What follows belongs to an exercise in optimizing a design on an open flow for small area and a short achievable clock period; a production flow would make more cautious choices.
Where RTL was checked, it was by simulation tests only, not by an equivalence proof against the original.
The RTL of runs 1 to 4 was laid out without a check of its function.
Power and IR drop assume default switching activity.

==> design/flow/config.mk <==
export PLATFORM = sky130hd
export DESIGN_NAME = mult_top
export DESIGN_NICKNAME = mult_top
export VERILOG_FILES = /design/flow/design.v
export SDC_FILE = /design/flow/constraint.sdc
export NUM_CORES = 4
export LEC_CHECK = 0
export CAP_MARGIN = 20
export CORE_MARGIN = 2
export CORE_UTILIZATION = 60
export SETUP_SLACK_MARGIN = 1.9
export SLEW_MARGIN = 20
==> design/flow/constraint.sdc <==
create_clock -name core_clock -period 5.0 [get_ports {clk}]
set_input_delay 1.0000 -clock core_clock [delete_from_list [all_inputs] [get_ports {clk}]]
set_output_delay 1.0000 -clock core_clock [all_outputs]
set_load 0.01 [all_outputs]
==> design/flow/design.v <==
module mult_top(
    input clk,
    input  [15:0] x,
    input  [15:0] y,
    output [31:0] p_out
    );
    wire [2:0] on0, tw0, ng0;
    genvar g;
    generate for (g = 0; g < 3; g = g + 1) begin : benc
        wire b2 = x[11+2*g], b1 = x[10+2*g], b0 = x[9+2*g];
        assign on0[g] = b1 ^ b0;
        assign tw0[g] = (b2 ^ b1) & ~(b1 ^ b0);
        assign ng0[g] = b2 & ~(b1 & b0);           
    end endgenerate
    wire sx0 = x[9];
    wire [9:0] ax = x[9:0] ^ {10{sx0}};
    wire l3 = ax[8], l2 = ax[7], l1 = ax[6], l0 = |ax[5:0];
    wire h80 = l3, h70 = ~l3 & l2, h60 = ~l3 & ~l2 & l1, h00 = ~l3 & ~l2 & ~l1 & l0;
    wire [8:0] x20 = {ax[8] & ~h80, ax[7] & ~h70, ax[6] & ~h60, ax[5:1], ax[0] & ~h00};
    wire ps = x[9] ^ y[15];
    wire [15:0] ya = y ^ {16{y[15]}};
    wire zy = ~(ya[14] | ya[13] | ya[12]);
    wire [9:0] xs = zy ? 10'd0 : ({1'b0, x20} ^ {10{ps}});
    wire [12:0] oa0 = ya[14] ? {xs[9], xs, 2'b0} : ya[13] ? {{2{xs[9]}}, xs, 1'b0} : {{3{xs[9]}}, xs};
    reg [15:0] y1; reg [2:0] on, tw, ng; reg sx, h8, h7, h6, h0; reg [12:0] oa1;
    always @(posedge clk) begin
        y1 <= y; on <= on0; tw <= tw0; ng <= ng0;
        sx <= sx0; h8 <= h80; h7 <= h70; h6 <= h60; h0 <= h00; oa1 <= oa0;
    end
    wire b0_0 = (y1[0]&on[0])^ng[0];
    wire b0_1 = ((y1[1]&on[0])|(y1[0]&tw[0]))^ng[0];
    wire b0_2 = ((y1[2]&on[0])|(y1[1]&tw[0]))^ng[0];
    wire b0_3 = ((y1[3]&on[0])|(y1[2]&tw[0]))^ng[0];
    wire b0_4 = ((y1[4]&on[0])|(y1[3]&tw[0]))^ng[0];
    wire b0_5 = ((y1[5]&on[0])|(y1[4]&tw[0]))^ng[0];
    wire b0_6 = ((y1[6]&on[0])|(y1[5]&tw[0]))^ng[0];
    wire b0_7 = ((y1[7]&on[0])|(y1[6]&tw[0]))^ng[0];
    wire b0_8 = ((y1[8]&on[0])|(y1[7]&tw[0]))^ng[0];
    wire b0_9 = ((y1[9]&on[0])|(y1[8]&tw[0]))^ng[0];
    wire b0_10 = ((y1[10]&on[0])|(y1[9]&tw[0]))^ng[0];
    wire b0_11 = ((y1[11]&on[0])|(y1[10]&tw[0]))^ng[0];
    wire b0_12 = ((y1[12]&on[0])|(y1[11]&tw[0]))^ng[0];
    wire b0_13 = ((y1[13]&on[0])|(y1[12]&tw[0]))^ng[0];
    wire b0_14 = ((y1[14]&on[0])|(y1[13]&tw[0]))^ng[0];
    wire b0_15 = ((y1[15]&on[0])|(y1[14]&tw[0]))^ng[0];
    wire b0_16 = ~((y1[15]^ng[0])&(on[0]|tw[0]));
    wire b1_0 = (y1[0]&on[1])^ng[1];
    wire b1_1 = ((y1[1]&on[1])|(y1[0]&tw[1]))^ng[1];
    wire b1_2 = ((y1[2]&on[1])|(y1[1]&tw[1]))^ng[1];
    wire b1_3 = ((y1[3]&on[1])|(y1[2]&tw[1]))^ng[1];
    wire b1_4 = ((y1[4]&on[1])|(y1[3]&tw[1]))^ng[1];
    wire b1_5 = ((y1[5]&on[1])|(y1[4]&tw[1]))^ng[1];
    wire b1_6 = ((y1[6]&on[1])|(y1[5]&tw[1]))^ng[1];
    wire b1_7 = ((y1[7]&on[1])|(y1[6]&tw[1]))^ng[1];
    wire b1_8 = ((y1[8]&on[1])|(y1[7]&tw[1]))^ng[1];
    wire b1_9 = ((y1[9]&on[1])|(y1[8]&tw[1]))^ng[1];
    wire b1_10 = ((y1[10]&on[1])|(y1[9]&tw[1]))^ng[1];
    wire b1_11 = ((y1[11]&on[1])|(y1[10]&tw[1]))^ng[1];
    wire b1_12 = ((y1[12]&on[1])|(y1[11]&tw[1]))^ng[1];
    wire b1_13 = ((y1[13]&on[1])|(y1[12]&tw[1]))^ng[1];
    wire b1_14 = ((y1[14]&on[1])|(y1[13]&tw[1]))^ng[1];
    wire b1_15 = ((y1[15]&on[1])|(y1[14]&tw[1]))^ng[1];
    wire b1_16 = ~((y1[15]^ng[1])&(on[1]|tw[1]));
    wire b2_0 = (y1[0]&on[2])^ng[2];
    wire b2_1 = ((y1[1]&on[2])|(y1[0]&tw[2]))^ng[2];
    wire b2_2 = ((y1[2]&on[2])|(y1[1]&tw[2]))^ng[2];
    wire b2_3 = ((y1[3]&on[2])|(y1[2]&tw[2]))^ng[2];
    wire b2_4 = ((y1[4]&on[2])|(y1[3]&tw[2]))^ng[2];
    wire b2_5 = ((y1[5]&on[2])|(y1[4]&tw[2]))^ng[2];
    wire b2_6 = ((y1[6]&on[2])|(y1[5]&tw[2]))^ng[2];
    wire b2_7 = ((y1[7]&on[2])|(y1[6]&tw[2]))^ng[2];
    wire b2_8 = ((y1[8]&on[2])|(y1[7]&tw[2]))^ng[2];
    wire b2_9 = ((y1[9]&on[2])|(y1[8]&tw[2]))^ng[2];
    wire b2_10 = ((y1[10]&on[2])|(y1[9]&tw[2]))^ng[2];
    wire b2_11 = ((y1[11]&on[2])|(y1[10]&tw[2]))^ng[2];
    wire b2_12 = ((y1[12]&on[2])|(y1[11]&tw[2]))^ng[2];
    wire b2_13 = ((y1[13]&on[2])|(y1[12]&tw[2]))^ng[2];
    wire b2_14 = ((y1[14]&on[2])|(y1[13]&tw[2]))^ng[2];
    wire b2_15 = ((y1[15]&on[2])|(y1[14]&tw[2]))^ng[2];
    wire b2_16 = ~((y1[15]^ng[2])&(on[2]|tw[2]));
    wire [15:0] ys = y1 ^ {16{sx}};
    wire [24:0] ob = ({25{h0}} & {{9{ys[15]}},ys}) | ({25{h6}} & {{3{ys[15]}},ys,6'b0}) | ({25{h7}} & {{2{ys[15]}},ys,7'b0}) | ({25{h8}} & {ys[15],ys,8'b0});
    wire ob24n = ~ob[24];
    wire oa12n = ~oa1[12];
    wire q1 = ng[1]^oa1[0];
    wire q2 = ng[1]&oa1[0];
    wire q3 = oa1[1]^ob[13];
    wire q4 = oa1[1]&ob[13];
    wire q5 = ng[2]^oa1[2]^ob[14];
    wire q6 = (ng[2]&oa1[2])|(ng[2]&ob[14])|(oa1[2]&ob[14]);
    wire q7 = b0_4^b1_2;
    wire q8 = b0_4&b1_2;
    wire q9 = oa1[3]^ob[15]^b0_5;
    wire q10 = (oa1[3]&ob[15])|(oa1[3]&b0_5)|(ob[15]&b0_5);
    wire q11 = b1_3^b2_1;
    wire q12 = b1_3&b2_1;
    wire q13 = oa1[4]^ob[16]^b0_6;
    wire q14 = (oa1[4]&ob[16])|(oa1[4]&b0_6)|(ob[16]&b0_6);
    wire q15 = b1_4^b2_2;
    wire q16 = b1_4&b2_2;
    wire q17 = oa1[5]^ob[17]^b0_7;
    wire q18 = (oa1[5]&ob[17])|(oa1[5]&b0_7)|(ob[17]&b0_7);
    wire q19 = b1_5^b2_3;
    wire q20 = b1_5&b2_3;
    wire q21 = oa1[6]^ob[18]^b0_8;
    wire q22 = (oa1[6]&ob[18])|(oa1[6]&b0_8)|(ob[18]&b0_8);
    wire q23 = b1_6^b2_4;
    wire q24 = b1_6&b2_4;
    wire q25 = oa1[7]^ob[19]^b0_9;
    wire q26 = (oa1[7]&ob[19])|(oa1[7]&b0_9)|(ob[19]&b0_9);
    wire q27 = b1_7^b2_5;
    wire q28 = b1_7&b2_5;
    wire q29 = oa1[8]^ob[20]^b0_10;
    wire q30 = (oa1[8]&ob[20])|(oa1[8]&b0_10)|(ob[20]&b0_10);
    wire q31 = b1_8^b2_6;
    wire q32 = b1_8&b2_6;
    wire q33 = oa1[9]^ob[21]^b0_11;
    wire q34 = (oa1[9]&ob[21])|(oa1[9]&b0_11)|(ob[21]&b0_11);
    wire q35 = b1_9^b2_7;
    wire q36 = b1_9&b2_7;
    wire q37 = oa1[10]^ob[22]^b0_12;
    wire q38 = (oa1[10]&ob[22])|(oa1[10]&b0_12)|(ob[22]&b0_12);
    wire q39 = b1_10^b2_8;
    wire q40 = b1_10&b2_8;
    wire q41 = oa1[11]^ob[23]^b0_13;
    wire q42 = (oa1[11]&ob[23])|(oa1[11]&b0_13)|(ob[23]&b0_13);
    wire q43 = b1_11^b2_9;
    wire q44 = b1_11&b2_9;
    wire q45 = oa12n^ob24n^b0_14;
    wire q46 = (oa12n&ob24n)|(oa12n&b0_14)|(ob24n&b0_14);
    wire q47 = b1_12^b2_10;
    wire q48 = b1_12&b2_10;
    wire q49 = 1'b1^b0_15^b1_13;
    wire q50 = (1'b1&b0_15)|(1'b1&b1_13)|(b0_15&b1_13);
    wire q51 = q1^ob[12];
    wire q52 = q1&ob[12];
    wire q53 = q2^b0_3^b1_1;
    wire q54 = (q2&b0_3)|(q2&b1_1)|(b0_3&b1_1);
    wire q55 = b2_0^q4^q7;
    wire q56 = (b2_0&q4)|(b2_0&q7)|(q4&q7);
    wire q57 = q8^q11^q6;
    wire q58 = (q8&q11)|(q8&q6)|(q11&q6);
    wire q59 = q12^q15^q10;
    wire q60 = (q12&q15)|(q12&q10)|(q15&q10);
    wire q61 = q16^q19^q14;
    wire q62 = (q16&q19)|(q16&q14)|(q19&q14);
    wire q63 = q20^q23^q18;
    wire q64 = (q20&q23)|(q20&q18)|(q23&q18);
    wire q65 = q24^q27^q22;
    wire q66 = (q24&q27)|(q24&q22)|(q27&q22);
    wire q67 = q28^q31^q26;
    wire q68 = (q28&q31)|(q28&q26)|(q31&q26);
    wire q69 = q32^q35^q30;
    wire q70 = (q32&q35)|(q32&q30)|(q35&q30);
    wire q71 = q36^q39^q34;
    wire q72 = (q36&q39)|(q36&q34)|(q39&q34);
    wire q73 = q40^q43^q38;
    wire q74 = (q40&q43)|(q40&q38)|(q43&q38);
    wire q75 = q44^q47^q42;
    wire q76 = (q44&q47)|(q44&q42)|(q47&q42);
    wire q77 = b2_11^q48^q46;
    wire q78 = (b2_11&q48)|(b2_11&q46)|(q48&q46);
    wire q79 = b0_16^b1_14^b2_12;
    wire q80 = (b0_16&b1_14)|(b0_16&b2_12)|(b1_14&b2_12);
    wire q81 = 1'b1^b1_15;
    wire q82 = 1'b1&b1_15;
    wire q83 = ng[0]^ob[10];
    wire q84 = ng[0]&ob[10];
    wire q85 = ob[11]^b0_1;
    wire q86 = ob[11]&b0_1;
    wire q87 = b0_2^b1_0^q51;
    wire q88 = (b0_2&b1_0)|(b0_2&q51)|(b1_0&q51);
    wire q89 = q52^q3^q53;
    wire q90 = (q52&q3)|(q52&q53)|(q3&q53);
    wire q91 = q5^q54^q55;
    wire q92 = (q5&q54)|(q5&q55)|(q54&q55);
    wire q93 = q9^q56^q57;
    wire q94 = (q9&q56)|(q9&q57)|(q56&q57);
    wire q95 = q13^q58^q59;
    wire q96 = (q13&q58)|(q13&q59)|(q58&q59);
    wire q97 = q17^q60^q61;
    wire q98 = (q17&q60)|(q17&q61)|(q60&q61);
    wire q99 = q21^q62^q63;
    wire q100 = (q21&q62)|(q21&q63)|(q62&q63);
    wire q101 = q25^q64^q65;
    wire q102 = (q25&q64)|(q25&q65)|(q64&q65);
    wire q103 = q29^q66^q67;
    wire q104 = (q29&q66)|(q29&q67)|(q66&q67);
    wire q105 = q33^q68^q69;
    wire q106 = (q33&q68)|(q33&q69)|(q68&q69);
    wire q107 = q37^q70^q71;
    wire q108 = (q37&q70)|(q37&q71)|(q70&q71);
    wire q109 = q41^q72^q73;
    wire q110 = (q41&q72)|(q41&q73)|(q72&q73);
    wire q111 = q45^q74^q75;
    wire q112 = (q45&q74)|(q45&q75)|(q74&q75);
    wire q113 = q49^q76^q77;
    wire q114 = (q49&q76)|(q49&q77)|(q76&q77);
    wire q115 = q50^q79^q78;
    wire q116 = (q50&q79)|(q50&q78)|(q79&q78);
    wire q117 = b2_13^q81^q80;
    wire q118 = (b2_13&q81)|(b2_13&q80)|(q81&q80);
    wire q119 = b1_16^b2_14^q82;
    wire q120 = (b1_16&b2_14)|(b1_16&q82)|(b2_14&q82);
    wire q121 = 1'b1^b2_15;
    wire q122 = 1'b1&b2_15;
    wire [31:0] ra = {1'b1,b2_16,q121,q119,q117,q115,q113,q111,q109,q107,q105,q103,q101,q99,q97,q95,q93,q91,q89,q87,q85,q83,ob[9],ob[8],ob[7],ob[6],ob[5],ob[4],ob[3],ob[2],ob[1],ob[0]};
    wire [31:0] rb = {1'b0,q122,q120,q118,q116,q114,q112,q110,q108,q106,q104,q102,q100,q98,q96,q94,q92,q90,q88,q86,q84,b0_0,1'b0,1'b0,1'b0,1'b0,1'b0,1'b0,1'b0,1'b0,1'b0,1'b0};
    wire [14:0] lo = ra[13:0] + rb[13:0];
    reg [13:0] r2lo; reg r2c; reg [17:0] r2a, r2b;
    always @(posedge clk) begin
        r2lo <= lo[13:0]; r2c <= lo[14]; r2a <= ra[31:14]; r2b <= rb[31:14];
    end
    wire [18:0] h3 = {r2a, 1'b1} + {r2b, r2c};
    assign p_out = {h3[18:1], r2lo};
endmodule
==> design/flow/flow/run.sh <==
#!/bin/bash
# The standard layout; the only change is the port buffer cell (buf_1 instead of the default).
set -euo pipefail
export BUFFER_PORTS_ARGS="-buffer_cell sky130_fd_sc_hd__buf_1"
bash standard.sh > standard.log 2>&1
==> design/flow/standard.sh <==
#!/bin/bash
# synth_recipe.tcl (not shown) runs the flow's synth.tcl, then flattens the netlist and writes it again
# the make line also repeats each setting of config.mk as NAME=value (left out here)
make -C /OpenROAD-flow-scripts/flow DESIGN_CONFIG=/design/flow/config.mk WORK_HOME=/design/flow/orfs CLKGATE_MAP_FILE= SYNTH_SCRIPT=/design/flow/synth_recipe.tcl "${@:-finish}"
==> metrics.md, run 1 <==
| Metric | Value |
|---|---|
| FFs w/ async S/R, synth | `0%` |
| Routed WL | `15700 microns` |
| H-tree depth | `3` |
| Post-synth top flop | `dfxtp_1` |
| Comb pwr share | `60.6%` |
| Total negative slack | `0 ps` |
| Max Cap Viol | `0` |
| Synthesized cell area | `6640 sq um` |
| Min Tclk post-route | `3290 ps` |
| Worst path cell trace | `inv_2 -> fa_2 -> nand2b_4 -> a211oi_4 -> buf_4 -> o211ai_1 -> mux2i_1 -> nand2_1 -> buf_2` |
| Drc violations | `0` |
| Distinct cells, synth | `56` |
| WP data required | `about 4000 ps` |
| Min-Delay Path Class | `flop to flop` |
| Peak VDD IR | `slightly above 0.5 mV` |
| CTS tree | `yes` |
| Commonest cells in the netlist | `dfxtp_1 (90), inv_1 (85), xnor2_1 (55)` |
| DP Worst Slack | `1690 ps` |
| Worst-Margin Slew | `1040 ps` |
| Int Power | `2.48 mW` |
| Top-count cell post-synth | `dfxtp_1` |
| Synthesis-stage register bit count | `90` |
| Worst Path Max Fanout | `2` |
| First-pass DRT Iterations | `5` |
| Psw | `~1.8 mW` |
| Largest net degree at the start of global routing | `49` |
| CORE AREA | `between 10000 and 15000 sq um` |
| Hold_buf cts | `0` |
| Status | `timing/DRC/antenna clean` |
| Clock buffer depth | `2` |
| Critical path startpoint category | `flop` |
| DP Wirelength | `11400 microns` |
| Post-synth EDFFs | `0` |
| Total gr overflow | `0` |
| Worst-path clk slew | `90 ps` |
| Initial core utilization | `61.3%` |
| Largest stage delay, worst path | `between 300 and 400 ps` |
| Kind of critical path | `flop to output port` |
| Slew margin rel. | `30.7%` |
| Drt first-iter violations | `between 400 and 500` |
| Register area share after synthesis | `27.1%` |
| Synth top area share | `27.1%` |
| Final worst slack | `1710 ps` |
| Seq pwr share | `25.5%` |
| Wirelength per Cell | `between 15 and 20 microns` |
| N_diodes | `0` |
| Endpoint type of the worst setup path | `output port` |
| Clk Tree Root Cell | `clkbuf_8` |
| Antenna-violating nets left | `0` |
| Arrival @ worst endpoint | `2290 ps` |
| Area Overhead vs Synth | `12.0%` |
| CP max-delay cell | `fa_2` |
| Dpl cell area | `6810 sq um` |
| Layout cells sized above 1 | `about 14%` |
| Die height | `109 microns` |
| Initial antenna violation count | `0` |
| Power per cell area | `579 nW/um^2` |
| RD Place Congestion | `~0.86` |
| Count of input and output buffers | `64` |
| Tcrit/Tclk final | `about two thirds` |
| Maximum clock rate | `304 MHz` |
| Synth warnings | `1` |
| CTS sink cnt | `90` |
| Clock skew | `10.8 ps` |
| Drt via density | `approximately 5.9` |
| CTS buffer count | `9` |
| First-pass GRT wire length | `~24000 microns` |
| Via count | `5366` |
| Vias in the first global route | `4871` |
| GRT Total Usage | `26.9%` |
| Nets@finish | `885` |
| Area contributors post-synth | `dfxtp_1 (27%), fa_1 (13%), ha_1 (7.9%), xnor2_1 (7.3%), a22oi_1 (6.0%)` |
| Die width | `between 100 and 150 microns` |
| Setup repair after global routing missed its margin | `true` |
| Sw frac | `42.5%` |
| Post-Syn Area per Cell | `around 9.0 sq um` |
| Final setup vio count | `0` |
| Post-Syn Nets | `853` |
| Clock share of power | `around 14%` |
| Site Rows | `38` |
| Hold Vio Cnt, Final | `0` |
| Post-synth top area cell | `dfxtp_1` |
| Clock Latency Late Sink | `370 ps` |
| Die area | `approximately 12000 sq um` |
| Fin area | `7440 sq um` |
| Max Slew Vio Count | `0` |
| Synth Instances | `736` |
| Ports | `65` |
| Static leakage power | `3.08 nW` |
-- cell type report --
type	instances	area [sq um]
multi-input combinational	496	4420
inverter	85	327
clock buffer	9	124
clock inverter	7	124
fill	876	3400
sequential	90	1820
timing repair buffer	86	439
tap	140	175
-- power groups by stage --
stage / Clock, mW / Sequential (mW) / Combinational, mW
detailed placement: 0 / 1.08 / 2.20
finish: 0.598 / 1.10 / 2.61
global placement: 0 / 1.07 / 2.14
global route: 0.642 / 1.12 / 2.95
floorplan: 0 / 0.993 / 1.73
CTS: 0.616 / 1.10 / 2.48
-- stage by stage --
stage               power [mW]  cells  hold slack (ps)  util, %
finish                    4.31    913              685     68.6
global placement          3.21    876              735     62.8
floorplan                 2.72    736              576        -
CTS                       4.19    903              693     67.3
global route              4.71    913              696     68.6
detailed placement        3.27    876              757     62.8
-- state kept, by name, indices dropped and copies added (netlist names), 3 cells and up --
signal  cells
ng          3
y1         16
tw          3
oa1        11
on          3
r2b        17
r2a        17
r2lo       14
-- per-layer routing --
metal / up-vias / wire length [microns] / track usage [%]
met3: 36 / 670 / 3.95
met2: 183 / 7630 / 45.7
met4: 0 / 414 / 10.9
li1: 2614 / - / -
met1: 2533 / 6960 / 34.3
met5: - / 0 / 0
-- cell usage in the layout (no fill, tap or decap), types with 8 or more instances in the layout --
master / count
a21oi_1: 23
a221o_1: 8
a221oi_1: 16
a22oi_1: 53
and2_1: 9
buf_1: 53
buf_4: 21
clkbuf_8: 9
dfxtp_1: 76
dfxtp_2: 12
fa_1: 41
ha_1: 33
inv_1: 82
nand2_1: 28
nand3_1: 11
nor2_1: 24
nor3_1: 8
o21ai_0: 30
o221a_2: 11
o221ai_1: 9
xnor2_1: 55
xor2_1: 36
-- cell families after synthesis --
group           after synthesis  synth area share (%)
xor+xnor                     91                  12.0
fa+ha+maj                    86                  20.9
buf+inv                     150                  8.71
mux                           2                 0.302
simple gates                111                  8.37
flops                        90                  27.1
compound gates              206                  22.6
-- critical path, delay by kind of cell (launching register included) --
family                   cells  cell delay (ps)
AO/OA/AOI/OAI                2              430
adder cells (fa/ha/maj)      1              380
buffers and inverters        3              330
flip-flops                   1              350
multiplexers                 1              200
AND/OR/NAND/NOR              2              220
-- timing repair --
item	CTS	global route
pin swaps	15	7
gates resized for setup	39	21
gates cloned	0	0
setup buffers	11	10
endpoints found under the setup margin	23	23
-- path summary, 6_finish.rpt --
check,startpoint,end,slack (ps),depth (start not counted)
setup reg to reg,h8,r2a[7],2020,9
setup / recovery,r2b[0],p_out[29],1710,9
hold / removal,h6,r2lo[6],680,1
hold reg to reg,h6,r2lo[6],680,1
==> inputs of run 2 (changes only) <==
--- a/design/flow/config.mk
+++ b/design/flow/config.mk
@@ -8,5 +8,5 @@
 export CAP_MARGIN = 20
 export CORE_MARGIN = 2
 export CORE_UTILIZATION = 60
-export SETUP_SLACK_MARGIN = 1.9
+export SETUP_SLACK_MARGIN = 1.6
 export SLEW_MARGIN = 20
==> run 2 against run 1 <==
Compared with the run above: largest cell class unchanged; setup slack got worse by 19 ps; total power shrank 8.3%; combinational power fell by 12%; global-route usage fell by 0.56 points; sequential share of layout area up 0.88 points; via count fell by 1.8%; sequential power about the same; still clean on timing, DRC and antenna; final cell count shrank 2.0%; first-iteration DRC count decreased by 19%; register-to-register slack got worse by 90 ps.
==> metrics.md, run 2 <==
| Metric | Value |
|---|---|
| Status | `timing/DRC/antenna clean` |
| Post-synth top flop | `dfxtp_1` |
| Post-synth EDFFs | `0 (unchanged)` |
| Nets@finish | `867 (-2.0%)` |
| Ports | `65 (unchanged)` |
| Worst-path clk slew | `90 ps (about the same)` |
| Worst path cell trace | `inv_2 -> fa_2 -> nand2b_4 -> a211oi_4 -> buf_4 -> o211ai_1 -> mux2i_1 -> nand2_1 -> buf_2` |
| First-pass GRT wire length | `24000 microns (-1.8%)` |
| Bufs and invs on worst path | `3 (unchanged)` |
| Via count | `5270 (-1.8%)` |
| Die area | `11900 sq um (unchanged)` |
| Total negative slack | `0 ps (unchanged)` |
| Clock Latency Late Sink | `370 ps (about the same)` |
| Max Cap Viol | `0 (unchanged)` |
| H-tree depth | `3 (unchanged)` |
| Initial antenna violation count | `0 (unchanged)` |
| Setup repair after global routing missed its margin | `true` |
| Static leakage power | `2.97 nW (-3.7%)` |
| Post-Syn Nets | `853 (unchanged)` |
| Vias in the first global route | `4822 (-1.0%)` |
| RD Place Congestion | `0.860 (unchanged)` |
| Post-synth top area cell | `dfxtp_1` |
| Synthesis-stage register bit count | `90 (unchanged)` |
| N_diodes | `0 (unchanged)` |
| Initial core utilization | `61.3% (unchanged)` |
| Commonest non-fill, non-tap cells in the layout | `inv_1 (84), dfxtp_1 (84), buf_1 (61), xnor2_1 (55), a22oi_1 (53)` |
| Largest stage delay, worst path | `390 ps (about the same)` |
| Kind of critical path | `flop to output port` |
| Die width | `109 microns (unchanged)` |
| Worst Path Max Fanout | `3 (+1)` |
| Power per cell area | `554 nW/um^2 (-4.3%)` |
| Commonest cells in the netlist | `dfxtp_1 (90), inv_1 (85), xnor2_1 (55)` |
| CTS sink cnt | `90 (unchanged)` |
| Drt first-iter violations | `383 (-19%)` |
| Routed WL | `15000 microns (-4.1%)` |
| Min-Delay Path Class | `flop to flop` |
| Delay-heaviest family, CP | `compound AO/OA/AOI/OAI gates` |
| Arrival @ worst endpoint | `2310 ps (+20 ps)` |
| Register area share after synthesis | `27.1% (unchanged)` |
| DP Wirelength | `11400 microns (unchanged)` |
| Maximum clock rate | `302 MHz (-0.58%)` |
| CTS buffer count | `9 (unchanged)` |
| Synthesized cell area | `6640 sq um (unchanged)` |
| Synth warnings | `1 (unchanged)` |
| Clock buffer depth | `2 (unchanged)` |
| Max Slew Vio Count | `0 (unchanged)` |
| Die height | `109 microns (unchanged)` |
| Total gr overflow | `0 (unchanged)` |
| FFs w/ async S/R, synth | `0% (unchanged)` |
| Final setup vio count | `0 (unchanged)` |
| Area Overhead vs Synth | `7.35%` |
| Largest net degree at the start of global routing | `49 (unchanged)` |
| Min Tclk post-route | `3310 ps (+19.1 ps)` |
| Post-Syn Area per Cell | `9.02 sq um (unchanged)` |
| Peak VDD IR | `0.457 mV (-12%)` |
| CTS tree | `yes` |
| Clock skew | `10.9 ps (+0.149 ps)` |
| Antenna-violating nets left | `0 (unchanged)` |
| WP data required | `4000 ps (about the same)` |
| Synth Instances | `736 (unchanged)` |
| Top flop regs | `r2a (17), r2b (17), y1 (16)` |
| First-pass DRT Iterations | `5 (unchanged)` |
| Hold Vio Cnt, Final | `0 (unchanged)` |
| Worst-Margin Slew | `1040 ps (+1.02 ps)` |
| Wirelength per Cell | `16.8 microns (-2.2%)` |
| Layout cells sized above 1 | `7.55% (-6.3 points)` |
| Final worst slack | `1690 ps (-19.1 ps)` |
| Clk Tree Root Cell | `clkbuf_8` |
| Endpoint type of the worst setup path | `output port` |
| Drt via density | `5.89 (+0.19%)` |
| Synth top area share | `27.1% (unchanged)` |
| Slew margin rel. | `30.7% (-0.068 points)` |
| Site Rows | `38 (unchanged)` |
| CORE AREA | `10800 sq um (unchanged)` |
| Count of input and output buffers | `64 (unchanged)` |
| Hold_buf cts | `0 (unchanged)` |
| Drc violations | `0 (unchanged)` |
| DP Worst Slack | `1690 ps (unchanged)` |
| GRT Total Usage | `26.3% (-0.56 points)` |
| Critical path startpoint category | `flop` |
| Top-count cell post-synth | `dfxtp_1` |
| Distinct cells, synth | `56 (unchanged)` |
| Area contributors post-synth | `dfxtp_1 (27%), fa_1 (13%), ha_1 (7.9%), xnor2_1 (7.3%), a22oi_1 (6.0%)` |
| CP max-delay cell | `fa_2` |
| Tcrit/Tclk final | `66.1% (+0.38 points)` |
[run 2: cell types whose count changed in the layout (fill, tap and decap cells not counted), moves of 2 or more]
cell,before,now
clkinvlp_4,2,0
dfxtp_1,76,84
buf_4,21,4
a21oi_2,2,0
buf_1,53,61
a21oi_1,23,25
ha_4,7,0
dfxtp_2,12,5
buf_2,5,2
inv_1,82,84
clkbuf_2,6,1
ha_1,33,40
[run 2: path summary, 6_finish.rpt]
check / startpoint / endpoint / slack [ps] / cells past startpoint
setup / recovery: r2b[0] / p_out[29] / 1690 / 9
hold / removal: h6 / r2lo[6] / 710 / 1
setup reg to reg: h7 / r2a[1] / 1930 / 8
hold reg to reg: h6 / r2lo[6] / 710 / 1
[run 2: cell type report]
type	count	area [sq um]
Clock buffer	9	124
Timing Repair Buffer	68	274
Sequential cell	90	1810
Fill cell	924	3710
Inverter	85	319
Multi-Input combinational cell	496	4300
Tap cell	140	175
Clock inverter	7	124
[run 2: cell families after synthesis]
group                      share of synthesized area (%)
xor gates and xnor gates                            12.0
and+or+nand+nor                                     8.37
muxes                                              0.302
DFF                                                 27.1
buffers and inverters                               8.71
AOI/OAI and AO/OA                                   22.6
adders and majority gates                           20.9
[run 2: repair_timing]
action                     in CTS  in global routing
setup endpoints to repair       5                 19
gates resized for setup         8                 14
pin swaps                       3                  4
buffers inserted                2                  1
[run 2: layer usage]
metal	global-route usage (%)	wire, microns
met5	0	0
met4	11.1	406
met3	3.95	695
met2	44.6	7340
met1	33.4	6590
[run 2: stage by stage]
| step | utilization [%] | power [mW] | std cells | area (sq um) | hold WS [ps] |
|---|---|---|---|---|---|
| after floorplan | - | 2.72 | 736 | 6640 | 576 |
| after global placement | 62.8 | 3.21 | 876 | 6810 | 735 |
| after detailed placement | 62.8 | 3.27 | 876 | 6810 | 757 |
| after CTS | 65.5 | 3.95 | 894 | 7100 | 693 |
| after global routing | 65.8 | 4.35 | 895 | 7130 | 696 |
| final | 65.8 | 3.95 | 895 | 7130 | 707 |
[run 2: power breakdown]
group          total [mW]  internal [mW]  switching (mW)  leakage (nW)
clock               0.598          0.337           0.261         0.126
combinational        2.29          0.980            1.31          2.08
sequential           1.07          0.919           0.146         0.758
total                3.95           2.24            1.72          2.97
==> inputs of run 3 (changes only) <==
--- a/design/flow/design.v
+++ b/design/flow/design.v
@@ -207,10 +207,13 @@
     wire [31:0] ra = {1'b1,b2_16,q121,q119,q117,q115,q113,q111,q109,q107,q105,q103,q101,q99,q97,q95,q93,q91,q89,q87,q85,q83,ob[9],ob[8],ob[7],ob[6],ob[5],ob[4],ob[3],ob[2],ob[1],ob[0]};
     wire [31:0] rb = {1'b0,q122,q120,q118,q116,q114,q112,q110,q108,q106,q104,q102,q100,q98,q96,q94,q92,q90,q88,q86,q84,b0_0,1'b0,1'b0,1'b0,1'b0,1'b0,1'b0,1'b0,1'b0,1'b0,1'b0};
     wire [14:0] lo = ra[13:0] + rb[13:0];
-    reg [13:0] r2lo; reg r2c; reg [17:0] r2a, r2b;
+    wire [10:0] mid = ra[23:14] + rb[23:14];
+    reg [13:0] r2lo; reg [9:0] r2mid; reg r2c; reg [7:0] r2a, r2b; reg r2mc;
     always @(posedge clk) begin
-        r2lo <= lo[13:0]; r2c <= lo[14]; r2a <= ra[31:14]; r2b <= rb[31:14];
+        r2lo <= lo[13:0]; r2mid <= mid[9:0]; r2c <= lo[14]; r2a <= ra[31:24]; r2b <= rb[31:24]; r2mc <= mid[10];
     end
-    wire [18:0] h3 = {r2a, 1'b1} + {r2b, r2c};
-    assign p_out = {h3[18:1], r2lo};
+    wire c24 = r2mc | (r2c & (&r2mid));
+    wire [10:0] m3 = {r2mid, 1'b1} + {{10{1'b0}}, r2c};
+    wire [8:0] h3 = {r2a, 1'b1} + {r2b, c24};
+    assign p_out = {h3[8:1], m3[10:1], r2lo};
 endmodule
--- a/design/flow/config.mk
+++ b/design/flow/config.mk
@@ -8,5 +8,5 @@
 export CAP_MARGIN = 20
 export CORE_MARGIN = 2
 export CORE_UTILIZATION = 60
-export SETUP_SLACK_MARGIN = 1.6
+export SETUP_SLACK_MARGIN = 1.0
 export SLEW_MARGIN = 20
==> run 3 against run 2 <==
Compared with the run above: still clean; total power is 1.9% higher; fmax is 14% lower; utilization is 3.7 points higher; largest power group unchanged.
==> metrics.md, run 3 <==
| Metric | Value |
|---|---|
| Vias in the first global route | `4556 (-5.5%)` |
| Post-Syn Area per Cell | `9.37 sq um (+3.9%)` |
| Area contributors post-synth | `dfxtp_1 (27%), fa_1 (15%), ha_1 (8.8%), a22oi_1 (8.4%), xnor2_1 (7.4%)` |
| Die height | `104 microns (-4.8%)` |
| Delay-heaviest family, CP | `adder cells` |
| H-tree depth | `3 (unchanged)` |
| Largest stage delay, worst path | `560 ps (+170 ps)` |
| Initial core utilization | `61.6% (+0.38 points)` |
| Area occupied by multi-input gates | `4160 sq um (-3.3%)` |
| Tcrit/Tclk final | `77.1% (+11 points)` |
| Drt first-iter violations | `243 (-37%)` |
| Hold Vio Cnt, Final | `0 (unchanged)` |
| Clock share of power | `13.4% (-1.7 points)` |
| Peak VDD IR | `0.433 mV (-5.2%)` |
| Worst-path clk slew | `90 ps (about the same)` |
| CTS tree | `yes` |
| Largest Register | `y1` |
| Clock Latency Late Sink | `370 ps (about the same)` |
| Die width | `104 microns (-4.8%)` |
| Bufs and invs on worst path | `2 (-1)` |
| Layout cells sized above 1 | `11.8% (+4.2 points)` |
| Static leakage power | `2.86 nW (-3.6%)` |
| Clk Tree Root Cell | `clkbuf_8` |
| Synthesized cell area | `6000 sq um (-9.7%)` |
| Post-synth top area cell | `dfxtp_1` |
| Arrival @ worst endpoint | `4160 ps (+1850 ps)` |
| Register area share after synthesis | `27.0% (-0.095 points)` |
| First-pass GRT wire length | `21200 microns (-12%)` |
| Sw frac | `42.3% (-1.1 points)` |
| Initial antenna violation count | `0 (unchanged)` |
| Post-synth EDFFs | `0 (unchanged)` |
| Distinct cells, synth | `55 (-1.8%)` |
| Critical path startpoint category | `flop` |
| Clock skew | `13.5 ps (+2.56 ps)` |
| Largest net degree at the start of global routing | `26 (-47%)` |
| GRT Total Usage | `24.4% (-1.9 points)` |
| Status | `timing/DRC/antenna clean` |
| Int Power | `2.32 mW (+3.9%)` |
| Power per cell area | `596 nW/um^2 (+7.5%)` |
| Post-Syn Nets | `760 (-11%)` |
| Max Cap Viol | `0 (unchanged)` |
| Hold_buf cts | `0 (unchanged)` |
| Total gr overflow | `0 (unchanged)` |
| Min-Delay Path Class | `flop to flop` |
| Final worst slack | `1150 ps (-546 ps)` |
| Synth warnings | `1 (unchanged)` |
| Total negative slack | `0 ps (unchanged)` |
| Comb pwr share | `62.4% (+4.5 points)` |
| Via count | `4640 (-12%)` |
| Drt via density | `5.71 (-3.0%)` |
| Min Tclk post-route | `3850 ps (+546 ps)` |
| Max Slew Vio Count | `0 (unchanged)` |
| Top flop regs | `y1 (16), r2lo (14), oa1 (11)` |
| Kind of critical path | `flop to flop` |
| CP max-delay cell | `fa_1` |
| Ports | `65 (unchanged)` |
| Endpoint type of the worst setup path | `flop` |
| Final setup vio count | `0 (unchanged)` |
| Top-count cell post-synth | `dfxtp_1` |
| WP data required | `5300 ps (+1300 ps)` |
| First-pass DRT Iterations | `8 (+3)` |
| Commonest non-fill, non-tap cell in the layout | `a22oi_1` |
| Synthesis-stage register bit count | `81 (-10%)` |
| Area Overhead vs Synth | `12.7%` |
| Count of input and output buffers | `64 (unchanged)` |
| Setup repair after global routing missed its margin | `false` |
| CORE AREA | `9730 sq um (-10%)` |
| CTS buffer count | `9 (unchanged)` |
| Site Rows | `36 (-5.3%)` |
| Wirelength per Cell | `15.5 microns (-7.5%)` |
| DP Wirelength | `9560 microns (-16%)` |
| DP Worst Slack | `671 ps (-1020 ps)` |
| Worst-Margin Slew | `926 ps (-112 ps)` |
| Seq pwr share | `24.1% (-2.9 points)` |
| Nets@finish | `794 (-8.4%)` |
| Psw | `1.71 mW (-0.60%)` |
| Fillers | `793 (-14%)` |
| Post-synth top flop | `dfxtp_1` |
| Worst Path Max Fanout | `6 (+3)` |
| RD Place Congestion | `0.911 (+5.8%)` |
| Commonest non-fill, non-tap cells in the layout | `a22oi_1 (66), dfxtp_1 (64), buf_1 (64), inv_1 (52), xnor2_1 (51)` |
| Antenna-violating nets left | `0 (unchanged)` |
| N_diodes | `0 (unchanged)` |
| Worst path most repeated cell | `fa_1` |
| Die area | `10800 sq um (-9.3%)` |
| Maximum clock rate | `260 MHz (-14%)` |
| Total power | `4.03 mW (+1.9%)` |
| Clock buffer depth | `2 (unchanged)` |
| FFs w/ async S/R, synth | `0% (unchanged)` |
| Commonest cells in the netlist | `dfxtp_1 (81), a22oi_1 (67), inv_1 (52)` |
| Slew margin rel. | `38.2% (+7.6 points)` |
| Synth Instances | `640 (-13%)` |
| Largest register FFs | `16` |
| Worst path cell trace | `buf_12 -> xor2_4 -> nand2_1 -> and3_1 -> fa_1 -> inv_1 -> fa_1 -> fa_1 -> ha_4 -> o21a_1 -> a2111oi_4 -> o21bai_1 -> a21oi_1 -> xnor2_1` |
| Synth top area share | `27.0% (-0.095 points)` |
| Final hold slack | `610 ps (-97.7 ps)` |
| CTS sink cnt | `81 (-10%)` |
| Drc violations | `0 (unchanged)` |
| Routed WL | `12600 microns (-16%)` |
| Register area | `1650 sq um (-9.2%)` |
## run 3: what timing repair did
action / 4_1_cts / 5_1_grt
setup endpoints to repair: 5 / 6
setup buffers: 0 / 7
pin swaps: 0 / 9
gates resized for setup: 15 / 37
## run 3: cell families (layout without fill, tap and decap cells)
family                     after synthesis  in the layout  synth area share (%)
buffers and inverters                  106            145                  6.97
xor gates and xnor gates                96             96                  14.0
adders and majority gates               88             88                  24.0
muxes                                    4              4                 0.668
and+or+nand+nor                        119            119                  9.91
AOI/OAI and AO/OA                      146            146                  17.4
DFF                                     81             81                  27.0
## run 3: layout make-up
class | instances | area share (%)
multi-input cells | 453 | 61.5
flip-flops and latches | 81 | 24.3
repair buffers | 77 | 5.42
inverters | 52 | 2.89
well taps | 133 | 2.46
clock buffers | 9 | 1.83
clock inverters | 7 | 1.52
## run 3: worst paths after layout
| check | start | to | slack (ps) | cells past startpoint |
|---|---|---|---|---|
| max | sx | r2mid[9] | 1150 | 14 |
| min | h0 | r2lo[4] | 610 | 1 |
| max reg2reg | sx | r2mid[9] | 1150 | 14 |
| min reg2reg | h0 | r2lo[4] | 610 | 1 |
## run 3: power groups by stage
| stage | sequential [mW] | combinational (mW) | clock [mW] |
|---|---|---|---|
| after detailed placement | 0.980 | 2.32 | 0 |
| after global placement | 0.974 | 2.29 | 0 |
| final | 0.971 | 2.51 | 0.541 |
| after CTS | 0.966 | 2.36 | 0.554 |
| after global routing | 0.992 | 2.84 | 0.583 |
| after floorplan | 0.923 | 1.89 | 0 |
## run 3: through the flow
step / utilization, % / cell area (sq um) / std cells
finish: 69.5 / 6760 / 812
global route: 69.5 / 6760 / 812
CTS: 66.9 / 6510 / 805
detailed placement: 64.0 / 6230 / 789
global placement: 64.0 / 6230 / 789
floorplan: - / 6000 / 640
## run 3: routing by layer
metal	share of wire (%)	global-route usage [%]	wire length [microns]
met2	49	41.2	6250
met3	5.3	5.95	667
met4	3.1	9.36	391
met5	0	0	0
met1	42	30.4	5320
## run 3: worst reg2reg max path: stages (launching register included)
cell and delay (ps):
dfxtp_4 440, buf_12 170, xor2_4 220, nand2_1 90
and3_1 220, fa_1 380, inv_1 90, fa_1 430
fa_1 560, ha_4 220, o21a_1 210, a2111oi_4 360
o21bai_1 110, a21oi_1 170, xnor2_1 130
==> inputs of run 4 (changes only) <==
--- a/design/flow/design.v
+++ b/design/flow/design.v
@@ -206,14 +206,33 @@
     wire q122 = 1'b1&b2_15;
     wire [31:0] ra = {1'b1,b2_16,q121,q119,q117,q115,q113,q111,q109,q107,q105,q103,q101,q99,q97,q95,q93,q91,q89,q87,q85,q83,ob[9],ob[8],ob[7],ob[6],ob[5],ob[4],ob[3],ob[2],ob[1],ob[0]};
     wire [31:0] rb = {1'b0,q122,q120,q118,q116,q114,q112,q110,q108,q106,q104,q102,q100,q98,q96,q94,q92,q90,q88,q86,q84,b0_0,1'b0,1'b0,1'b0,1'b0,1'b0,1'b0,1'b0,1'b0,1'b0,1'b0};
-    wire [14:0] lo = ra[13:0] + rb[13:0];
-    wire [10:0] mid = ra[23:14] + rb[23:14];
-    reg [13:0] r2lo; reg [9:0] r2mid; reg r2c; reg [7:0] r2a, r2b; reg r2mc;
+    wire [12:0] lo = ra[11:0] + rb[11:0];
+    wire [19:0] gg = ra[31:12] & rb[31:12];    
+    wire [19:0] pp = ra[31:12] ^ rb[31:12];    
+    reg [11:0] r2lo; reg r2c; reg [19:0] r2g, r2p;
     always @(posedge clk) begin
-        r2lo <= lo[13:0]; r2mid <= mid[9:0]; r2c <= lo[14]; r2a <= ra[31:24]; r2b <= rb[31:24]; r2mc <= mid[10];
+        r2lo <= lo[11:0]; r2c <= lo[12]; r2g <= gg; r2p <= pp;
     end
-    wire c24 = r2mc | (r2c & (&r2mid));
-    wire [10:0] m3 = {r2mid, 1'b1} + {{10{1'b0}}, r2c};
-    wire [8:0] h3 = {r2a, 1'b1} + {r2b, c24};
-    assign p_out = {h3[8:1], m3[10:1], r2lo};
+    wire [19:0] cy;
+    ks20 pfx(.g({r2g[18:0], r2c}), .p({r2p[18:0], 1'b0}), .c(cy));
+    assign p_out = {r2p ^ cy, r2lo};
 endmodule
+module ks20(input [19:0] g, input [19:0] p, output [19:0] c);
+    wire [19:0] gl [0:5];
+    wire [19:0] pl [0:5];
+    assign gl[0] = g;
+    assign pl[0] = p;
+    genvar l, i;
+    generate for (l = 0; l < 5; l = l + 1) begin : lv
+        for (i = 0; i < 20; i = i + 1) begin : bt
+            if (i >= (1 << l)) begin : op
+                assign gl[l+1][i] = gl[l][i] | (pl[l][i] & gl[l][i - (1 << l)]);
+                assign pl[l+1][i] = pl[l][i] & pl[l][i - (1 << l)];
+            end else begin : pass
+                assign gl[l+1][i] = gl[l][i];
+                assign pl[l+1][i] = pl[l][i];
+            end
+        end
+    end endgenerate
+    assign c = gl[5];
+endmodule
--- a/design/flow/config.mk
+++ b/design/flow/config.mk
@@ -8,5 +8,5 @@
 export CAP_MARGIN = 20
 export CORE_MARGIN = 2
 export CORE_UTILIZATION = 60
-export SETUP_SLACK_MARGIN = 1.0
+export SETUP_SLACK_MARGIN = 1.75
 export SLEW_MARGIN = 20
==> run 4 against run 3 <==
Compared with the run above: still clean; cell area is 1.9% higher; die area is 5.9% higher; flip-flop and latch count is 11 higher; sequential share of layout area is 2.6 points higher; first-iteration DRC count is 50% higher; worst hold slack better by 100 ps; critical path type is now flop to output port; critical endpoint is now p_out[30]; largest cell class unchanged; largest power group unchanged.
==> metrics.md, run 4 <==
| Metric | Value |
|---|---|
| Status | `timing/DRC/antenna clean` |
| Commonest non-fill, non-tap cells in the layout | `dfxtp_1 (85), inv_1 (64), a22oi_1 (60), buf_1 (57), xnor2_1 (51)` |
| Initial core utilization | `61.7% (about the same)` |
| Synth warnings | `2 (+1)` |
| FFs w/ async S/R, synth | `0% (unchanged)` |
| Total negative slack | `0 ps (unchanged)` |
| CTS sink cnt | `92 (+14%)` |
| CTS buffer count | `9 (unchanged)` |
| Commonest cells in the netlist | `dfxtp_1 (92), inv_1 (64), a22oi_1 (60)` |
| Vias in the first global route | `4745 (+4.1%)` |
| Worst-Margin Slew | `1000 ps (+77.9 ps)` |
| Initial antenna violation count | `0 (unchanged)` |
| Synth Instances | `695 (+8.6%)` |
| RD Place Congestion | `0.913 (+0.26%)` |
| Setup repair after global routing missed its margin | `true` |
| Clock Latency Late Sink | `370 ps (about the same)` |
| Count of input and output buffers | `64 (unchanged)` |
| Slew margin rel. | `33.0% (-5.3 points)` |
| Peak VDD IR | `0.296 mV (-32%)` |
| Via count | `4950 (+6.7%)` |
| DP Wirelength | `10800 microns (+12%)` |
| GRT Total Usage | `25.5% (+1.1 points)` |
| Die height | `107 microns (+2.9%)` |
| Post-synth top flop | `dfxtp_1` |
| Nets@finish | `837 (+5.4%)` |
| First-pass GRT wire length | `23200 microns (+9.5%)` |
| Area contributors post-synth | `dfxtp_1 (29%), fa_1 (14%), ha_1 (8.1%), a22oi_1 (7.1%), xnor2_1 (7.0%)` |
| Hold Vio Cnt, Final | `0 (unchanged)` |
| Power per cell area | `513 nW/um^2 (-14%)` |
| Total gr overflow | `0 (unchanged)` |
| Clock skew | `14.1 ps (+0.662 ps)` |
| Min Tclk post-route | `3230 ps (-625 ps)` |
| Register area share after synthesis | `28.9% (+1.9 points)` |
| Final Util | `66.7% (-2.8 points)` |
| CORE AREA | `10300 sq um (+6.1%)` |
| Distinct cells, synth | `54 (-1.8%)` |
| Top flop regs | `r2g (19), r2p (19), y1 (16)` |
| H-tree depth | `3 (unchanged)` |
| Endpoint type of the worst setup path | `output port` |
| Clk Tree Root Cell | `clkbuf_8` |
| Min-Delay Path Class | `input pin to flop` |
| Arrival @ worst endpoint | `2230 ps (-1930 ps)` |
| Synth top area share | `28.9% (+1.9 points)` |
| Antenna-violating nets left | `0 (unchanged)` |
| N_diodes | `0 (unchanged)` |
| Largest net degree at the start of global routing | `30 (+15%)` |
| Met2 WL | `6640 microns (+6.3%)` |
| Drt via density | `5.75 (+0.61%)` |
| Synthesized cell area | `6370 sq um (+6.2%)` |
| Maximum clock rate | `310 MHz (+19%)` |
| Drc violations | `0 (unchanged)` |
| Post-synth EDFFs | `0 (unchanged)` |
| Static leakage power | `2.92 nW (+2.1%)` |
| Post-Syn Area per Cell | `9.16 sq um (-2.2%)` |
| Routed WL | `14000 microns (+11%)` |
| Site Rows | `37 (+2.8%)` |
| WP data required | `4000 ps (-1300 ps)` |
| CTS tree | `yes` |
| Final setup vio count | `0 (unchanged)` |
| First-pass DRT Iterations | `5 (-3)` |
| Post-Syn Nets | `812 (+6.8%)` |
| DR top layer | `met4` |
| Area Overhead vs Synth | `8.12%` |
| Kind of critical path | `flop to output port` |
| Top-count cell post-synth | `dfxtp_1` |
| Worst Path Max Fanout | `2 (-4)` |
| Post-synth top area cell | `dfxtp_1` |
| Worst-path clk slew | `100 ps (about the same)` |
| Drt first-iter violations | `364 (+50%)` |
| Synthesis-stage register bit count | `92 (+14%)` |
| Commonest non-fill, non-tap cell in the layout | `dfxtp_1` |
| Clock buffer depth | `2 (unchanged)` |
| Die area | `11500 sq um (+5.9%)` |
| Met1 WL | `6410 microns (+21%)` |
| Tcrit/Tclk final | `64.6% (-13 points)` |
| Die width | `107 microns (+2.9%)` |
| Critical path startpoint category | `flop` |
| Ports | `65 (unchanged)` |
| Layout cells sized above 1 | `7.59% (-4.2 points)` |
| Hold_buf cts | `0 (unchanged)` |
| Max Cap Viol | `0 (unchanged)` |
| Wirelength per Cell | `16.3 microns (+4.9%)` |
| Wire length on met3 | `623 microns (-6.6%)` |
| Max Slew Vio Count | `0 (unchanged)` |
-- run 4: layer usage --
metal	vias up	global-route usage, %
li1	2417	-
met1	2346	32.8
met2	160	43.4
met3	27	3.89
met4	0	9.74
met5	-	0
-- run 4: metrics by stage --
stage          setup slack (ps)  hold slack, ps  std cells  cell area, sq um  power (mW)
2_1_floorplan              2140             564        695              6370        2.43
3_3_place_gp               1540             759        837              6550        2.86
3_5_place_dp               1470             751        837              6550        2.92
4_1_cts                    1710             698        859              6830        3.50
5_1_grt                    1660             698        861              6880        3.86
6_report                   1770             711        861              6880        3.53
-- run 4: cell type report --
cell class / count / area, sq um
sequential: 92 / 1850
multi-input combinational: 479 / 4090
timing repair buffer: 73 / 317
inverter: 65 / 244
tap: 136 / 170
clock buffer: 9 / 124
clock inverter: 7 / 83.8
fill: 875 / 3440
-- run 4: cell families after synthesis --
family,share of synthesized area (%)
compound gates,19.6
xor+xnor,12.4
fa+ha+maj,21.7
buf+inv,7.45
flops,28.9
mux,0.786
simple gates,9.08
-- run 4: path summary, 6_finish.rpt --
path / startpoint / to / slack, ps / cells after the start
max: r2c / p_out[30] / 1770 / 8
min: y[5] / y1[5] / 710 / 1
max reg2reg: y1[7] / r2p[4] / 1900 / 8
min reg2reg: sx / r2lo[8] / 770 / 2
-- run 4: worst max-delay path, stage by stage, from the launching register on --
cell,delay [ps]
dfxtp_2,350
buf_4,130
a211oi_2,280
o211ai_1,160
a21boi_1,240
nand2b_1,130
o31ai_2,280
xnor2_1,150
clkbuf_2,150
-- run 4: timing repair --
action / CTS / global route
gates resized for setup: 9 / 15
buffers inserted: 6 / 2
pin swaps: 8 / 4
endpoints found under the setup margin: 29 / 31
-- run 4: power by group --
group	total, mW	switching [mW]	leakage [nW]	internal, mW
clock network	0.519	0.279	0.108	0.241
logic	1.80	0.957	2.04	0.842
registers	1.21	0.271	0.772	0.942
total	3.53	1.51	2.92	2.03
==> inputs of run 5 (changes only) <==
--- a/design/flow/design.v
+++ b/design/flow/design.v
@@ -206,25 +206,25 @@
     wire q122 = 1'b1&b2_15;
     wire [31:0] ra = {1'b1,b2_16,q121,q119,q117,q115,q113,q111,q109,q107,q105,q103,q101,q99,q97,q95,q93,q91,q89,q87,q85,q83,ob[9],ob[8],ob[7],ob[6],ob[5],ob[4],ob[3],ob[2],ob[1],ob[0]};
     wire [31:0] rb = {1'b0,q122,q120,q118,q116,q114,q112,q110,q108,q106,q104,q102,q100,q98,q96,q94,q92,q90,q88,q86,q84,b0_0,1'b0,1'b0,1'b0,1'b0,1'b0,1'b0,1'b0,1'b0,1'b0,1'b0};
-    wire [12:0] lo = ra[11:0] + rb[11:0];
-    wire [19:0] gg = ra[31:12] & rb[31:12];    
-    wire [19:0] pp = ra[31:12] ^ rb[31:12];    
-    reg [11:0] r2lo; reg r2c; reg [19:0] r2g, r2p;
+    wire [14:0] lo = ra[13:0] + rb[13:0];
+    wire [17:0] gg = ra[31:14] & rb[31:14];    
+    wire [17:0] pp = ra[31:14] ^ rb[31:14];    
+    reg [13:0] r2lo; reg r2c; reg [17:0] r2g, r2p;
     always @(posedge clk) begin
-        r2lo <= lo[11:0]; r2c <= lo[12]; r2g <= gg; r2p <= pp;
+        r2lo <= lo[13:0]; r2c <= lo[14]; r2g <= gg; r2p <= pp;
     end
-    wire [19:0] cy;
-    ks20 pfx(.g({r2g[18:0], r2c}), .p({r2p[18:0], 1'b0}), .c(cy));
+    wire [17:0] cy;
+    ks18 pfx(.g({r2g[16:0], r2c}), .p({r2p[16:0], 1'b0}), .c(cy));
     assign p_out = {r2p ^ cy, r2lo};
 endmodule
-module ks20(input [19:0] g, input [19:0] p, output [19:0] c);
-    wire [19:0] gl [0:5];
-    wire [19:0] pl [0:5];
+module ks18(input [17:0] g, input [17:0] p, output [17:0] c);
+    wire [17:0] gl [0:5];
+    wire [17:0] pl [0:5];
     assign gl[0] = g;
     assign pl[0] = p;
     genvar l, i;
     generate for (l = 0; l < 5; l = l + 1) begin : lv
-        for (i = 0; i < 20; i = i + 1) begin : bt
+        for (i = 0; i < 18; i = i + 1) begin : bt
             if (i >= (1 << l)) begin : op
                 assign gl[l+1][i] = gl[l][i] | (pl[l][i] & gl[l][i - (1 << l)]);
                 assign pl[l+1][i] = pl[l][i] & pl[l][i - (1 << l)];
--- a/design/flow/config.mk
+++ b/design/flow/config.mk
@@ -8,5 +8,5 @@
 export CAP_MARGIN = 20
 export CORE_MARGIN = 2
 export CORE_UTILIZATION = 60
-export SETUP_SLACK_MARGIN = 1.75
+export SETUP_SLACK_MARGIN = 1.6
 export SLEW_MARGIN = 20
==> run 5 against run 4 <==
Compared with the run above: still clean; utilization down 1.0 points; die area down 1.2%; count of clock-buffer cells in the layout up 1; global-route usage up 0.39 points; clock skew down 2.7 ps; largest power group unchanged.
==> metrics.md, run 5 <==
| Metric | Value |
|---|---|
| Status | `timing/DRC/antenna clean` |
| N_diodes | `0 (unchanged)` |
| CTS buffer count | `9 (unchanged)` |
| GRT Total Usage | `25.9% (+0.39 points)` |
| Post-Synth Simple-Gate Area | `8.56% (-0.52 points)` |
| Max Slew Vio Count | `0 (unchanged)` |
| Post-synth top area cell | `dfxtp_1` |
| Commonest non-fill, non-tap cell in the layout | `dfxtp_1` |
| Layout cells sized above 1 | `5.02% (-2.6 points)` |
| Worst path cell trace | `ha_1 -> o211ai_1 -> a21oi_2 -> o2111ai_2 -> nand3b_1 -> a221oi_1 -> buf_1` |
| Kind of critical path | `flop to output port` |
| Total gr overflow | `0 (unchanged)` |
| CTS tree | `yes` |
| Drc violations | `0 (unchanged)` |
| Slew margin rel. | `29.3% (-3.7 points)` |
| FFs w/ async S/R, synth | `0% (unchanged)` |
| Max Cap Viol | `0 (unchanged)` |
| Worst R2R Path Depth | `10 (+2)` |
| Largest family of logic cells by synthesized area | `adder cells` |
| Worst Path Max Fanout | `3 (+1)` |
| Initial antenna violation count | `0 (unchanged)` |
| Post-synth EDFFs | `0 (unchanged)` |
| Area contributors post-synth | `dfxtp_1 (29%), fa_1 (14%), ha_1 (8.4%), a22oi_1 (6.9%), xnor2_1 (6.5%)` |
| Clock skew | `11.4 ps (-2.73 ps)` |
| Nets@finish | `810 (-3.2%)` |
| Count of input and output buffers | `64 (unchanged)` |
| Routed WL | `14100 microns (+0.55%)` |
| Dpl cells | `816 (-2.5%)` |
| Worst-path clk slew | `90 ps (about the same)` |
| Synth Instances | `670 (-3.6%)` |
| Site Rows | `37 (unchanged)` |
| Arrival @ worst endpoint | `2240 ps (about the same)` |
| Die area | `11300 sq um (-1.2%)` |
| Synth Area in Compound Gates | `20.1% (+0.47 points)` |
| R2r setup slk | `1850 ps (-50 ps)` |
| Clock Latency Late Sink | `370 ps (about the same)` |
| Post-Syn Area per Cell | `9.38 sq um (+2.4%)` |
| Die height | `106 microns (-0.62%)` |
| Die width | `106 microns (-0.62%)` |
| Clock buffer depth | `2 (unchanged)` |
| Register area share after synthesis | `28.7% (-0.26 points)` |
| Hold Vio Cnt, Final | `0 (unchanged)` |
| Ports | `65 (unchanged)` |
| Setup repair after global routing missed its margin | `false` |
| Hold_buf cts | `0 (unchanged)` |
| Top flop regs | `r2g (17), r2p (17), y1 (16)` |
| HP Start | `y[2]` |
| Largest net degree at the start of global routing | `35 (+17%)` |
| Final hold slack | `713 ps (+2.64 ps)` |
| Capturing point of the worst reg2reg path | `r2p[1]` |
| Endpoint type of the worst setup path | `output port` |
| Fin area | `6710 sq um (-2.5%)` |
| Antenna-violating nets left | `0 (unchanged)` |
| Post-Syn Nets | `788 (-3.0%)` |
| Clk Tree Root Cell | `clkbuf_8` |
| Maximum clock rate | `309 MHz (-0.28%)` |
| Distinct cells, synth | `60 (+11%)` |
| Worst-Margin Slew | `1060 ps (+55.0 ps)` |
| Hold path depth | `1 (unchanged)` |
| Initial core utilization | `61.4% (-0.24 points)` |
| Largest stage delay, worst path | `340 ps (about the same)` |
| Critical path startpoint category | `flop` |
| Non-Filler Instances | `833 (-3.3%)` |
| CTS sink cnt | `90 (-2.2%)` |
| Vias in the first global route | `4715 (-0.63%)` |
| Post-Synth Adder-Cell Area | `22.2% (+0.48 points)` |
| Power per cell area | `495 nW/um^2 (-3.6%)` |
| Commonest non-fill, non-tap cells in the layout | `dfxtp_1 (88), buf_1 (64), inv_1 (62), a22oi_1 (58), xnor2_1 (47)` |
| Xor/xnor cell area share of the yosys netlist | `12.5% (+0.16 points)` |
| Reg2reg start | `y1[8]` |
| RD Place Congestion | `0.884 (-3.2%)` |
| Total negative slack | `0 ps (unchanged)` |
| Hold endpoint | `y1[2]` |
| Total power | `3.32 mW (-6.0%)` |
| Synthesized cell area | `6280 sq um (-1.3%)` |
| First-pass DRT Iterations | `5 (unchanged)` |
| Min-Delay Path Class | `input pin to flop` |
| Static leakage power | `2.88 nW (-1.3%)` |
| First-pass GRT wire length | `23100 microns (-0.44%)` |
| H-tree depth | `3 (unchanged)` |
| Tcrit/Tclk final | `64.7% (+0.18 points)` |
| Final setup vio count | `0 (unchanged)` |
| Synthesis-stage register bit count | `90 (-2.2%)` |
| Top-count cell post-synth | `dfxtp_1` |
| Post-synth top flop | `dfxtp_1` |
| CP max-delay cell | `dfxtp_1` |
| Wirelength per Cell | `16.9 microns (+3.9%)` |
| DP Wirelength | `11000 microns (+1.9%)` |
| Min Tclk post-route | `3240 ps (+9.03 ps)` |
| Drt via density | `5.78 (+0.61%)` |
| Multiplexer share of the synthesized area | `0.637% (-0.15 points)` |
| CORE AREA | `10200 sq um (-0.90%)` |
| Synth warnings | `2 (unchanged)` |
| WP data required | `4000 ps (about the same)` |
| Area Overhead vs Synth | `6.83%` |
| Via count | `4818 (-2.7%)` |
| Peak VDD IR | `0.273 mV (-7.9%)` |
| Commonest cells in the netlist | `dfxtp_1 (90), inv_1 (62), a22oi_1 (58)` |
| Synth top area share | `28.7% (-0.26 points)` |
| Drt first-iter violations | `379 (+4.1%)` |
| Dpl cell area | `6480 sq um (-1.1%)` |
[run 5: layout make-up]
class,count,area (sq um)
timing repair buffer,66,255
tap,136,170
inverter,63,236
multi-input combinational,462,4040
clock buffer,10,138
sequential,90,1810
fill,874,3520
clock inverter,6,71.3
[run 5: critical path, delay by kind of cell, from the launching register on]
family          cells  cell delay [ps]
flops               1              340
buf+inv             1              180
compound gates      4              960
fa+ha+maj           1              220
simple gates        1              160
[run 5: worst max-delay path by stage]
| stage | from | to | slack, ps |
|---|---|---|---|
| after global routing | r2c | p_out[31] | 1600 |
| after detailed placement | sx | r2p[1] | 1390 |
| after CTS | ng[2] | r2p[1] | 1640 |
| final | r2c | p_out[31] | 1760 |
| after floorplan | sx | r2p[9] | 1980 |
| after global placement | sx | r2p[1] | 1460 |
[run 5: stage by stage]
step / setup slack (ps) / util (%)
6_report: 1760 / 65.6
5_1_grt: 1600 / 65.6
4_1_cts: 1640 / 65.5
3_5_place_dp: 1390 / 63.4
3_3_place_gp: 1460 / 63.4
2_1_floorplan: 1980 / -
[run 5: metal layers]
metal	GRT usage [%]	vias up	routed length (microns)
met5	0	-	0
met4	10.5	0	376
met3	2.64	27	609
met2	44.9	135	6920
met1	33.1	2306	6210
li1	-	2350	-
[run 5: cells by family (layout without fill, tap and decap cells)]
| group | count (synthesis) | in the layout |
|---|---|---|
| compound gates | 172 | 172 |
| mux | 4 | 4 |
| buf+inv | 118 | 145 |
| fa+ha+maj | 86 | 86 |
| xor+xnor | 90 | 90 |
| simple gates | 110 | 110 |
| flops | 90 | 90 |
[run 5: what timing repair did]
action | in CTS | in global routing
buffers inserted | 0 | 1
endpoints found under the setup margin | 20 | 3
gates cloned | 0 | 0
resized for setup | 2 | 3
pin swaps | 0 | 2
[run 5: power breakdown]
| part | total [mW] | internal, mW | switching [mW] |
|---|---|---|---|
| registers | 1.17 | 0.919 | 0.249 |
| logic | 1.64 | 0.749 | 0.890 |
| clock network | 0.514 | 0.250 | 0.264 |
| total | 3.32 | 1.92 | 1.40 |
==> inputs of run 6 (changes only) <==
--- a/design/flow/config.mk
+++ b/design/flow/config.mk
@@ -8,5 +8,5 @@
 export CAP_MARGIN = 20
 export CORE_MARGIN = 2
 export CORE_UTILIZATION = 60
-export SETUP_SLACK_MARGIN = 1.6
+export SETUP_SLACK_MARGIN = 2.0
 export SLEW_MARGIN = 20
==> run 6 against run 5 <==
Compared with the run above: sequential share of layout area shrank 0.40 points; non-clock buffer count rose by 8; global-route usage rose by 0.34 points; synthesized cell count is the same; die area stayed put; setup slack gained 94 ps; critical path depth is 1 higher; utilization is 2.5 points higher; largest cell class unchanged.
==> metrics.md, run 6 <==
| Metric | Value |
|---|---|
| R2r setup slk | `2080 ps (+230 ps)` |
| Post-synth top flop | `dfxtp_1` |
| Slew margin rel. | `40.2% (+11 points)` |
| Hold path depth | `1 (unchanged)` |
| Fin area | `6970 sq um (+3.8%)` |
| Total negative slack | `0 ps (unchanged)` |
| Drc violations | `0 (unchanged)` |
| RD Place Congestion | `0.907 (+2.6%)` |
| Wirelength per Cell | `17.1 microns (+0.92%)` |
| Tcrit/Tclk final | `62.9% (-1.9 points)` |
| Initial core utilization | `61.4% (unchanged)` |
| Layout cells sized above 1 | `14.0% (+9.0 points)` |
| Post-synth EDFFs | `0 (unchanged)` |
| Die height | `106 microns (unchanged)` |
| Largest net degree at the start of global routing | `35 (unchanged)` |
| Non-Filler Instances | `841 (+0.96%)` |
| HP Start | `h0` |
| Reg2reg start | `y1[12]` |
| Clock skew | `10.0 ps (-1.36 ps)` |
| Worst R2R Path Depth | `8 (-2)` |
| Synth Instances | `670 (unchanged)` |
| Drt via density | `5.76 (-0.42%)` |
| Power per cell area | `491 nW/um^2 (-0.71%)` |
| Top flop regs | `r2g (17), r2p (17), y1 (16)` |
| Critical path startpoint category | `flop` |
| Worst-Margin Slew | `896 ps (-163 ps)` |
| FFs w/ async S/R, synth | `0% (unchanged)` |
| Clock Latency Late Sink | `370 ps (about the same)` |
| First-pass DRT Iterations | `5 (unchanged)` |
| Distinct cells, synth | `60 (unchanged)` |
| Synthesis-stage register bit count | `90 (unchanged)` |
| Commonest cells in the netlist | `dfxtp_1 (90), inv_1 (62), a22oi_1 (58)` |
| Hold Vio Cnt, Final | `0 (unchanged)` |
| Final Util | `68.1% (+2.5 points)` |
| Synth warnings | `2 (unchanged)` |
| Die width | `106 microns (unchanged)` |
| Vias in the first global route | `4751 (+0.76%)` |
| Top-count cell post-synth | `dfxtp_1` |
| Die area | `11300 sq um (unchanged)` |
| Capturing point of the worst reg2reg path | `r2p[5]` |
| Register area share after synthesis | `28.7% (unchanged)` |
| Via count | `4844 (+0.54%)` |
| Site Rows | `37 (unchanged)` |
| Kind of critical path | `flop to output port` |
| Dpl cell area | `6480 sq um (unchanged)` |
| Synth top area share | `28.7% (unchanged)` |
| CTS tree | `yes` |
| WP data required | `4000 ps (about the same)` |
| Total gr overflow | `0 (unchanged)` |
| Max Cap Viol | `0 (unchanged)` |
| Setup repair after global routing missed its margin | `true` |
| Area Overhead vs Synth | `10.9%` |
| Status | `timing/DRC/antenna clean` |
| Ports | `65 (unchanged)` |
| First-pass GRT wire length | `23200 microns (+0.48%)` |
| Peak VDD IR | `0.273 mV (-0.15%)` |
| Max Slew Vio Count | `0 (unchanged)` |
| N_diodes | `0 (unchanged)` |
| Min-Delay Path Class | `flop to flop` |
| Worst-path clk slew | `100 ps (about the same)` |
| DP Wirelength | `10900 microns (-0.52%)` |
| Nets@finish | `818 (+0.99%)` |
| CORE AREA | `10200 sq um (unchanged)` |
| Routed WL | `14400 microns (+1.9%)` |
| Static leakage power | `2.98 nW (+3.4%)` |
| Hold endpoint | `r2lo[3]` |
| Final setup vio count | `0 (unchanged)` |
| Post-Syn Nets | `788 (unchanged)` |
| Commonest non-fill, non-tap cell in the layout | `dfxtp_1` |
| Area contributors post-synth | `dfxtp_1 (29%), fa_1 (14%), ha_1 (8.4%), a22oi_1 (6.9%), xnor2_1 (6.5%)` |
| Synthesized cell area | `6280 sq um (unchanged)` |
## run 6: cell counts after synthesis
No cell type changed its count.
## run 6: logic make-up (layout without fill, tap and decap cells)
family | count (synthesis) | count (layout) | share of synthesized area, %
fa+ha+maj | 86 | 86 | 22.2
compound gates | 172 | 172 | 20.1
buf+inv | 118 | 153 | 7.27
mux | 4 | 4 | 0.637
xor+xnor | 90 | 90 | 12.5
flops | 90 | 90 | 28.7
simple gates | 110 | 110 | 8.56
## run 6: final cells by class
type	instances	area [sq um]
Clock buffer	10	138
Clock inverter	6	56.3
Fill cell	834	3260
Inverter	63	240
Multi-Input combinational cell	462	4180
Sequential cell	90	1850
Tap cell	136	170
Timing Repair Buffer	74	339
## run 6: power breakdown
part / leakage (nW) / internal (mW) / switching (mW)
combinational: 2.12 / 0.823 / 0.922
sequential: 0.758 / 0.936 / 0.259
clock: 0.0977 / 0.206 / 0.279
total: 2.98 / 1.96 / 1.46
## run 6: critical path: stages (launching register included)
cell	delay, ps
dfxtp_2	350
ha_4	150
o211ai_1	240
a21oi_2	120
o2111ai_2	290
nand3b_1	170
buf_4	170
xor2_1	130
buf_2	150
## run 6: per-stage QoR
step	total power [mW]	worst slack, ps
finish	3.42	1860
floorplan	2.36	2050
global route	3.77	1740
CTS	3.39	1840
detailed placement	2.83	1480
global placement	2.76	1590
## run 6: how the worst max path moves through the flow
stage | endpoint | slack (ps) | start
after global placement | r2p[2] | 1590 | sx
after detailed placement | r2p[1] | 1480 | sx
after global routing | p_out[27] | 1740 | r2p[0]
after CTS | p_out[31] | 1840 | r2p[0]
after floorplan | r2p[9] | 2050 | sx
final | p_out[27] | 1860 | r2p[0]
## run 6: per-layer routing
layer / global-route usage [%] / vias to the layer above / wire, microns
met3: 5.82 / 20 / 725
li1: - / 2359 / -
met4: 8.55 / 0 / 320
met5: 0 / - / 0
met2: 44.9 / 156 / 7050
met1: 32.9 / 2309 / 6280
## run 6: timing repair
action / 4_1_cts / 5_1_grt
endpoints found under the hold margin: 0 / 0
resized for setup: 32 / 41
cloned: 0 / 0
pin swaps: 7 / 8
setup buffers: 6 / 3
endpoints found under the setup margin: 39 / 35

Setup slack of run 6, layout unchanged: 1.857 ns with ideal ports, 1.825 ns with driving cells assumed (clock clkbuf_16, inputs buf_2), 2.081 ns with port delays also shifted by the 0.401 ns mid clock arrival.
